From an optimization exercise on the open Yosys and OpenROAD flow, aimed at small area; shortcuts taken in it are not production practice. At most, simulation tests tie the RTL to the original design; equivalence was not proved.

Design cordic_pipeline_rtl, start of the top module:
module cordic_pipeline_rtl( clock, reset, ce, angle_in, sin_out, cos_out, valid_out );
input clock, reset, ce;
input signed [11:0] angle_in;
output signed [11:0] sin_out, cos_out;
output valid_out;
reg [3:0] valid_cnt;
always @(posedge clock)
  if (reset == 1'b0) valid_cnt <= 4'd15;
  else if (ce && valid_cnt != 4'd0) valid_cnt <= valid_cnt - 4'd1;
assign valid_out = (valid_cnt == 4'd0);
wire sg_1 = angle_in[11];
wire [10:0] u_2 = angle_in[10:0] ^ {11{sg_1}};
wire e_3 = (u_2 >= 11'd804);
wire e_4 = e_3 ? (u_2 >= 11'd1279) : (u_2 >= 11'd329);
wire e_5 = e_3 ? (e_4 ? (u_2 >= 11'd1530) : (u_2 >= 11'd1028)) : (e_4 ? (u_2 >= 11'd580) : (u_2 >= 11'd78));
wire [13:0] E_6 = {sg_1, e_3, e_4, e_5, u_2[9:0]};
reg [13:0] l1_e;
wire [10:0] d_7;
wire [9:0] k_8 = (l1_e[12] ? (l1_e[11] ? (l1_e[10] ? 10'h207 : 10'h305) : (l1_e[10] ? 10'h3fd : 10'hfb)) : (l1_e[11] ? (l1_e[10] ? 10'h1bd : 10'h2bb) : (l1_e[10] ? 10'h3b3 : 10'hb1)));
wire [9:0] w_9 = l1_e[9:0] + k_8;
wire [6:0] sv_10 = (|w_9[9:8]) ? 7'd127 : w_9[7:1];
assign d_7[0] = ~l1_e[13];
assign d_7[1] = l1_e[12] ^ l1_e[13];
assign d_7[2] = l1_e[11] ^ l1_e[13];
assign d_7[3] = l1_e[10] ^ l1_e[13];
assign d_7[4] = sv_10[6] ^ l1_e[13];
assign d_7[5] = sv_10[5] ^ l1_e[13];
assign d_7[6] = sv_10[4] ^ l1_e[13];
assign d_7[7] = sv_10[3] ^ l1_e[13];
assign d_7[8] = sv_10[2] ^ l1_e[13];
assign d_7[9] = sv_10[1] ^ l1_e[13];
assign d_7[10] = sv_10[0] ^ l1_e[13];
reg [10:0] l2_d;
reg [10:0] l3_d;
reg [10:0] l4_d;
reg [10:0] l5_d;
reg [10:0] l6_d;
reg [10:0] l7_d;
reg [10:0] l8_d;
reg [10:0] l9_d;
reg [10:0] l10_d;
  ...
Size in the first run: ~1500 cells after synthesis, roughly 250 flip-flops, ~40 I/O pins, roughly 0.017 sq mm of cells after synthesis.
clock: 4.5 ns
lec_check: 0
cap_margin: 0
core_margin: 2
core_utilization: 70
cts_cluster_diameter: 100
cts_cluster_size: 30
gpl_timing_driven: 1
place_density: 0.75
slew_margin: 0
run.sh (not shown) runs the stock make flow with config.mk's settings and CLKGATE_MAP_FILE= SYNTH_SCRIPT=/design/flow/synth_recipe.tcl, a recipe that flattens the netlist after the stock synthesis.
Rerun with:
GPL_TIMING_DRIVEN = 0   (was 1)
After rerunning: With this change the flow ran to the end with violations: negative setup slack; design area came out higher by 2.3%; wire length came out higher by 7.4%; synthesized area is unchanged; worst setup slack gets worse by 0.29 ns; utilization came out higher by 1.8 points; synthesized cell count does not change; clock skew stays flat.

* * *

Another version of the RTL of cordic_pipeline_rtl (not shown whole).
For scale: roughly 1600 cells after synthesis, about 290 flip-flops, ~19000 µm² of cells after synthesis.
// cordic_pipeline_rtl
module cordic_pipeline_rtl( clock, reset, ce, angle_in, sin_out, cos_out, valid_out );
export LEC_CHECK = 0
export CAP_MARGIN = 0
export CORE_MARGIN = 2
export CORE_UTILIZATION = 60
export GPL_TIMING_DRIVEN = 0
export SLEW_MARGIN = 0
create_clock -name core_clock -period 4.5 [get_ports {clock}]
Change:
- ABC_AREA: default -> 1
=> The new run finished clean. Core utilization went down by 0.54 points. Fmax hardly moves. Worst setup slack is better by 0.0042 ns. Final cell count went up by about a fifth. Register-to-register slack hardly moves.
Function was not checked in any run of this note: the RTL went through the layout flow alone.

* * *

Another version of the RTL of cordic_pipeline_rtl (not shown whole).
Size in the first run: ~40 I/O pins, about 0.021 mm2 of cells after synthesis.
export LEC_CHECK = 0
export ABC_AREA = 1
export CAP_MARGIN = 0
export CORE_MARGIN = 2
export CORE_UTILIZATION = 60
export GPL_TIMING_DRIVEN = 0
export SLEW_MARGIN = 0
create_clock -name core_clock -period 4.5 [get_ports {clock}]
Edit:
- ABC_AREA: 1 -> unset
Now the flow finished but failed the layout checks on setup timing. Design area increases by 0.51%. Clock-buffer cell count drops by 6. First-iteration DRC count drops by 32%. Area after synthesis went down by 6.3%. Worst setup slack is worse by 290 ps.

* * *

Another version of the RTL of cordic_pipeline_rtl (not shown whole).
Size: ~1500 cells after synthesis, roughly 40 I/O pins, ~15000 µm² of cells after synthesis.
## cordic_pipeline_rtl
module cordic_pipeline_rtl( clock, reset, ce, angle_in, sin_out, cos_out, valid_out );
clock: 4.5 ns
lec_check: 0
cap_margin: 0
core_margin: 2
core_utilization: 70
cts_cluster_diameter: 100
cts_cluster_size: 30
gpl_timing_driven: 1
place_density: 0.75
slew_margin: 0
standard.sh (not shown) runs the stock make flow with config.mk's settings and CLKGATE_MAP_FILE= SYNTH_SCRIPT=/design/flow/synth_recipe.tcl, a recipe that flattens the netlist after the stock synthesis.
==> flow/flow/run.sh <==
#!/bin/bash
# Own layout flow: the standard flow (standard.sh) with three changes:
#  1. the port buffers use the smallest buffer cell (buf_1);
#  2. after the standard synthesis, the combinational cells other than full adders are
#     mapped again by Yosys/ABC for area (registers and their names are untouched);
#  3. full adders are flipped in polarity (FA(~a,~b,~c) = ~FA(a,b,c)) where that
#     removes inverters.
# Each rewritten netlist is checked against the standard synthesis's netlist by
# bit-parallel random simulation of every register input and every output port; a step
# whose result fails the check is dropped.
set -uo pipefail
export BUFFER_PORTS_ARGS="-buffer_cell sky130_fd_sc_hd__buf_1"
RES="$PWD/orfs/results/sky130hd/cordic_pipeline_rtl/base"
bash standard.sh "$RES/1_2_yosys.v" > standard_synth.log 2>&1 || exit 1
cp "$RES/1_2_yosys.v" "$PWD/netlist_standard.v"
CUR="$PWD/netlist_standard.v"
ABCSCRIPT=""
if [ -f flow/remap.abc ]; then ABCSCRIPT="-script $PWD/flow/remap.abc"; fi
if python3 flow/remap.py "$CUR" "$PWD/netlist_remap.v" "$PWD" "$ABCSCRIPT" > remap.log 2>&1 \
   && python3 flow/simcheck.py "$PWD/netlist_standard.v" "$PWD/netlist_remap.v" > simcheck_remap.log 2>&1; then
  CUR="$PWD/netlist_remap.v"; echo "remap: used" >> remap.log
else
  echo "remap: dropped" >> remap.log
fi
if python3 flow/fixinv.py "$CUR" "$PWD/netlist_fixinv.v" > fixinv.log 2>&1 \
   && python3 flow/simcheck.py "$PWD/netlist_standard.v" "$PWD/netlist_fixinv.v" > simcheck_fixinv.log 2>&1; then
  CUR="$PWD/netlist_fixinv.v"; echo "fixinv: used" >> fixinv.log
else
  echo "fixinv: dropped" >> fixinv.log
fi
cp "$CUR" "$RES/1_2_yosys.v"
bash standard.sh > standard_layout.log 2>&1
==> flow/flow/remap.abc <==
strash
&get -n
&fraig -x
&put
scorr
dc2
dretime
strash
dch -f
map -a
==> flow/flow/remap.py <==
#!/usr/bin/env python3
"""Re-map the combinational logic of a flat sky130 netlist with Yosys/ABC for area.

Registers (every sequential cell) and full-adder cells stay as they are, with their
instance names; all other cells are read as their liberty functions, flattened and mapped
again by ABC, avoiding the platform's don't-use cells.
Usage: remap.py in.v out.v workdir  (FLOW_HOME must point at ORFS's flow/ folder)"""
import os, re, sys, subprocess
flow = os.environ.get("FLOW_HOME", "/OpenROAD-flow-scripts/flow")
lib = flow + "/platforms/sky130hd/lib/sky130_fd_sc_hd__tt_025C_1v80.lib"
src, dst, wd = sys.argv[1], sys.argv[2], sys.argv[3]
abcextra = sys.argv[4] if len(sys.argv) > 4 else ""
txt = open(lib).read()
models = []
for m in re.finditer(r'\n    cell \("(\w+)"\) \{', txt):
    name = m.group(1)
    end = txt.find('\n    cell (', m.end()); body = txt[m.end(): end if end > 0 else len(txt)]
    if re.search(r'\n        (ff|latch|statetable) ', body): continue
    if re.search(r'__fa_\d', name): continue
    pins = []; outs = {}; ok = True
    for pm in re.finditer(r'\n        pin \("(\w+)"\) \{(.*?)\n        \}', body, re.S):
        d = re.search(r'direction : "(\w+)"', pm.group(2))
        if not d: continue
        f = re.search(r'function : "([^"]*)"', pm.group(2))
        pins.append((pm.group(1), d.group(1)))
        if d.group(1) == 'output':
            if not f: ok = False; break
            outs[pm.group(1)] = f.group(1)
    if not ok or not outs: continue
    s = "module %s(%s);\n" % (name, ", ".join(p for p, _ in pins))
    for p, d in pins: s += "  %s %s;\n" % (d, p)
    for o, f in outs.items(): s += "  assign %s = %s;\n" % (o, f.replace('!', '~'))
    models.append(s + "endmodule\n")
open(wd + "/remap_models.v", "w").write("".join(models))
cfg = open(flow + "/platforms/sky130hd/config.mk").read()
du = re.search(r"export DONT_USE_CELLS \+= \\(.*?)\n#", cfg, re.S).group(1)
dont = " ".join("-dont_use " + c for c in re.findall(r"sky130_fd_sc_hd__\w+", du))
ys = """read_liberty -lib {lib}
read_verilog -overwrite {wd}/remap_models.v
read_verilog {src}
hierarchy -top cordic_pipeline_rtl
flatten
techmap
opt -purge
abc -liberty {lib} {dont} ABCEXTRA
opt_clean -purge
hilomap -singleton -hicell sky130_fd_sc_hd__conb_1 HI -locell sky130_fd_sc_hd__conb_1 LO
insbuf -buf sky130_fd_sc_hd__buf_4 A X
opt_clean -purge
check
stat -liberty {lib}
write_verilog -noattr -nohex -nodec {dst}
""".format(lib=lib, wd=wd, src=src, dst=dst, dont=dont).replace("ABCEXTRA", abcextra)
open(wd + "/remap.ys", "w").write(ys)
r = subprocess.run(["yosys", "-s", wd + "/remap.ys"], stdout=open(wd + "/remap_yosys.log", "w"), stderr=subprocess.STDOUT)
sys.exit(r.returncode)
Other scripts of this flow, unchanged in this note and not shown: flow/flow/fixinv.py, flow/flow/simcheck.py
The starting point reached the layout checks and failed them: setup timing.
==> next run, changes <==
--- a/flow/flow/run.sh
+++ b/flow/flow/run.sh
@@ -15,7 +15,5 @@
 cp "$RES/1_2_yosys.v" "$PWD/netlist_standard.v"
 CUR="$PWD/netlist_standard.v"
-ABCSCRIPT=""
-if [ -f flow/remap.abc ]; then ABCSCRIPT="-script $PWD/flow/remap.abc"; fi
-if python3 flow/remap.py "$CUR" "$PWD/netlist_remap.v" "$PWD" "$ABCSCRIPT" > remap.log 2>&1 \
+if python3 flow/remap.py "$CUR" "$PWD/netlist_remap.v" "$PWD" > remap.log 2>&1 \
    && python3 flow/simcheck.py "$PWD/netlist_standard.v" "$PWD/netlist_remap.v" > simcheck_remap.log 2>&1; then
   CUR="$PWD/netlist_remap.v"; echo "remap: used" >> remap.log
--- a/flow/flow/remap.py
+++ b/flow/flow/remap.py
@@ -10,5 +10,4 @@
 lib = flow + "/platforms/sky130hd/lib/sky130_fd_sc_hd__tt_025C_1v80.lib"
 src, dst, wd = sys.argv[1], sys.argv[2], sys.argv[3]
-abcextra = sys.argv[4] if len(sys.argv) > 4 else ""
 txt = open(lib).read()
 models = []
@@ -43,5 +42,5 @@
 techmap
 opt -purge
-abc -liberty {lib} {dont} ABCEXTRA
+abc -liberty {lib} {dont}
 opt_clean -purge
 hilomap -singleton -hicell sky130_fd_sc_hd__conb_1 HI -locell sky130_fd_sc_hd__conb_1 LO
@@ -51,5 +50,5 @@
 stat -liberty {lib}
 write_verilog -noattr -nohex -nodec {dst}
-""".format(lib=lib, wd=wd, src=src, dst=dst, dont=dont).replace("ABCEXTRA", abcextra)
+""".format(lib=lib, wd=wd, src=src, dst=dst, dont=dont)
 open(wd + "/remap.ys", "w").write(ys)
 r = subprocess.run(["yosys", "-s", wd + "/remap.ys"], stdout=open(wd + "/remap_yosys.log", "w"), stderr=subprocess.STDOUT)
removed: flow/flow/remap.abc
The new run finished with setup timing left.
Global-route usage falls by 2.7 points.
Maximum frequency came out higher by 2.6%.
Clock skew came out higher by 13 ps.
Worst setup slack gets better by 120 ps.
Core utilization increases by 0.58 points.
Clock-buffer cell count came out higher by 1.
Design area is higher by 0.39%.
Die area drops by about 0.8%.
==> next run, changes <==
SETUP_SLACK_MARGIN = 0.15   (was not set)
Effect: The changed run finished but fails on setup timing. Sequential cell count stays the same. Die area stays the same. Via count goes up by 6.1%. Setup slack got worse by 58 ps. Wire length came out higher by 12%. Core utilization goes up by 0.49 points. Fmax decreases by 1.3%.
Function was not checked in any run of this note: the RTL went through the layout flow alone.

* * *

== raven ==
Another version of the RTL of cordic_pipeline_rtl (not shown whole).
Size: about 1200 cells after synthesis, about 40 I/O pins, roughly 15000 µm² of cells after synthesis.
==> flow/config.mk <==
export PLATFORM = sky130hd
export DESIGN_NAME = cordic_pipeline_rtl
export DESIGN_NICKNAME = cordic_pipeline_rtl
export VERILOG_FILES = /design/flow/design.v
export SDC_FILE = /design/flow/constraint.sdc
export NUM_CORES = 4
export LEC_CHECK = 0
export CAP_MARGIN = 0
export CORE_MARGIN = 2
export CORE_UTILIZATION = 70
export CTS_CLUSTER_DIAMETER = 100
export CTS_CLUSTER_SIZE = 30
export GPL_TIMING_DRIVEN = 1
export PLACE_DENSITY = 0.75
export SLEW_MARGIN = 0
==> flow/constraint.sdc <==
create_clock -name core_clock -period 4.5 [get_ports {clock}]
set_input_delay 0.9000 -clock core_clock [delete_from_list [all_inputs] [get_ports {clock}]]
set_output_delay 0.9000 -clock core_clock [all_outputs]
set_load 0.01 [all_outputs]
==> flow/flow/run.sh <==
#!/bin/bash
# Own layout flow: the standard flow (standard.sh) with three changes:
#  1. the port buffers use the smallest buffer cell (buf_1);
#  2. after the standard synthesis, the combinational cells other than full adders are
#     mapped again by Yosys/ABC for area (registers and their names are untouched);
#  3. full adders are flipped in polarity (FA(~a,~b,~c) = ~FA(a,b,c)) where that
#     removes inverters.
# Each rewritten netlist is checked against the standard synthesis's netlist by
# bit-parallel random simulation of every register input and every output port; a step
# whose result fails the check is dropped.
set -uo pipefail
export BUFFER_PORTS_ARGS="-buffer_cell sky130_fd_sc_hd__buf_1"
RES="$PWD/orfs/results/sky130hd/cordic_pipeline_rtl/base"
bash standard.sh "$RES/1_2_yosys.v" > standard_synth.log 2>&1 || exit 1
cp "$RES/1_2_yosys.v" "$PWD/netlist_standard.v"
CUR="$PWD/netlist_standard.v"
if python3 flow/remap.py "$CUR" "$PWD/netlist_remap.v" "$PWD" > remap.log 2>&1 \
   && python3 flow/simcheck.py "$PWD/netlist_standard.v" "$PWD/netlist_remap.v" > simcheck_remap.log 2>&1; then
  CUR="$PWD/netlist_remap.v"; echo "remap: used" >> remap.log
else
  echo "remap: dropped" >> remap.log
fi
if python3 flow/fixinv.py "$CUR" "$PWD/netlist_fixinv.v" > fixinv.log 2>&1 \
   && python3 flow/simcheck.py "$PWD/netlist_standard.v" "$PWD/netlist_fixinv.v" > simcheck_fixinv.log 2>&1; then
  CUR="$PWD/netlist_fixinv.v"; echo "fixinv: used" >> fixinv.log
else
  echo "fixinv: dropped" >> fixinv.log
fi
cp "$CUR" "$RES/1_2_yosys.v"
bash standard.sh > standard_layout.log 2>&1
Other scripts of this flow, unchanged in this note and not shown: flow/flow/fixinv.py, flow/flow/remap.py, flow/flow/simcheck.py
The layout from raven, despite a flow that completed every stage, fails the layout checks, with the failing checks listed as negative setup slack.
Edits applied to the flow inputs when going from raven to zinc:
- SETUP_SLACK_MARGIN: unset -> 0.3
### Flow results
In the final reports, the cell area of zinc is larger than that of raven. Measured against each other, zinc and raven differ in final setup slack of the worst path, the lower figure coming from raven. Summary of zinc over raven: smallest hold slack dropped 0.0078 ns. zinc completed every stage of the flow, and the final layout passed the timing, DRC and antenna checks.
Changes in amber relative to zinc:
- SETUP_SLACK_MARGIN now 0.15, was 0.3
Notes after the runs:
amber: complete, dirty (negative setup slack). Layout cell share with drive strength beyond 1 in amber is 3.6 points below zinc. amber vs. zinc: final period demand of the worst path went up by 0.11 ns. amber -> zinc: cell total after placement delta 0, exact match.
No run of this note included a check of the RTL's function; only the layout flow was run.

-- re-timing with driven ports --
No port has a modelled driver above. Below, the same layouts with a new extraction and two added sets of constraints. Step 1 (the two cells are an assumption about what drives the block):
set clk [get_ports {clock}]
set_driving_cell -lib_cell sky130_fd_sc_hd__clkbuf_16 $clk
set_driving_cell -lib_cell sky130_fd_sc_hd__buf_2 [delete_from_list [all_inputs] $clk]
Step 2, shift: input delay + t, output delay - t, t = (earliest + latest rising clock arrival at the registers) / 2. This alone moves slack from input paths to output paths. Slacks: no drivers / after step 1 / after step 2; pairs: no drivers / after step 1.
run	shift t [ns]	slack for setup (ns)	hold WS [ns]	latest minus earliest clock arrival (ns)	pins driven straight from the clock port
the first run of note 1	0.525	0.086 / 0.086 / 0.086	0.421 / 0.421 / 0.421	0.025 / 0.026	1
the second run of note 1	0.531	-0.207 / -0.207 / -0.207	0.411 / 0.411 / 0.411	0.024 / 0.024	1
the first run of note 2	0.544	0.206 / 0.206 / 0.062	0.414 / 0.414 / 0.414	0.011 / 0.011	1
the second run of note 2	0.555	0.210 / 0.210 / 0.210	0.414 / 0.414 / 0.414	0.016 / 0.016	1
the first run of note 3	0.624	0.161 / 0.161 / 0.161	0.413 / 0.413 / 0.413	0.020 / 0.020	1
the second run of note 3	0.605	-0.127 / -0.127 / -0.127	0.416 / 0.416 / 0.416	0.009 / 0.008	1
the first run of note 4	0.525	-0.213 / -0.213 / -0.213	0.426 / 0.426 / 0.426	0.025 / 0.026	1
the second run of note 4	0.518	-0.094 / -0.094 / -0.094	0.412 / 0.412 / 0.412	0.033 / 0.034	1
the third run of note 4	0.520	-0.152 / -0.152 / -0.152	0.418 / 0.418 / 0.418	0.025 / 0.025	1
raven	0.520	-0.039 / -0.039 / -0.039	0.420 / 0.420 / 0.420	0.023 / 0.023	1
zinc	0.518	0.069 / 0.069 / 0.069	0.413 / 0.413 / 0.413	0.021 / 0.021	1
amber	0.521	-0.043 / -0.043 / -0.043	0.418 / 0.418 / 0.418	0.021 / 0.022	1
The setup slack of the first run of note 2, which loses most, moves by 0.000 ns with the drivers and by -0.144 ns with both steps.
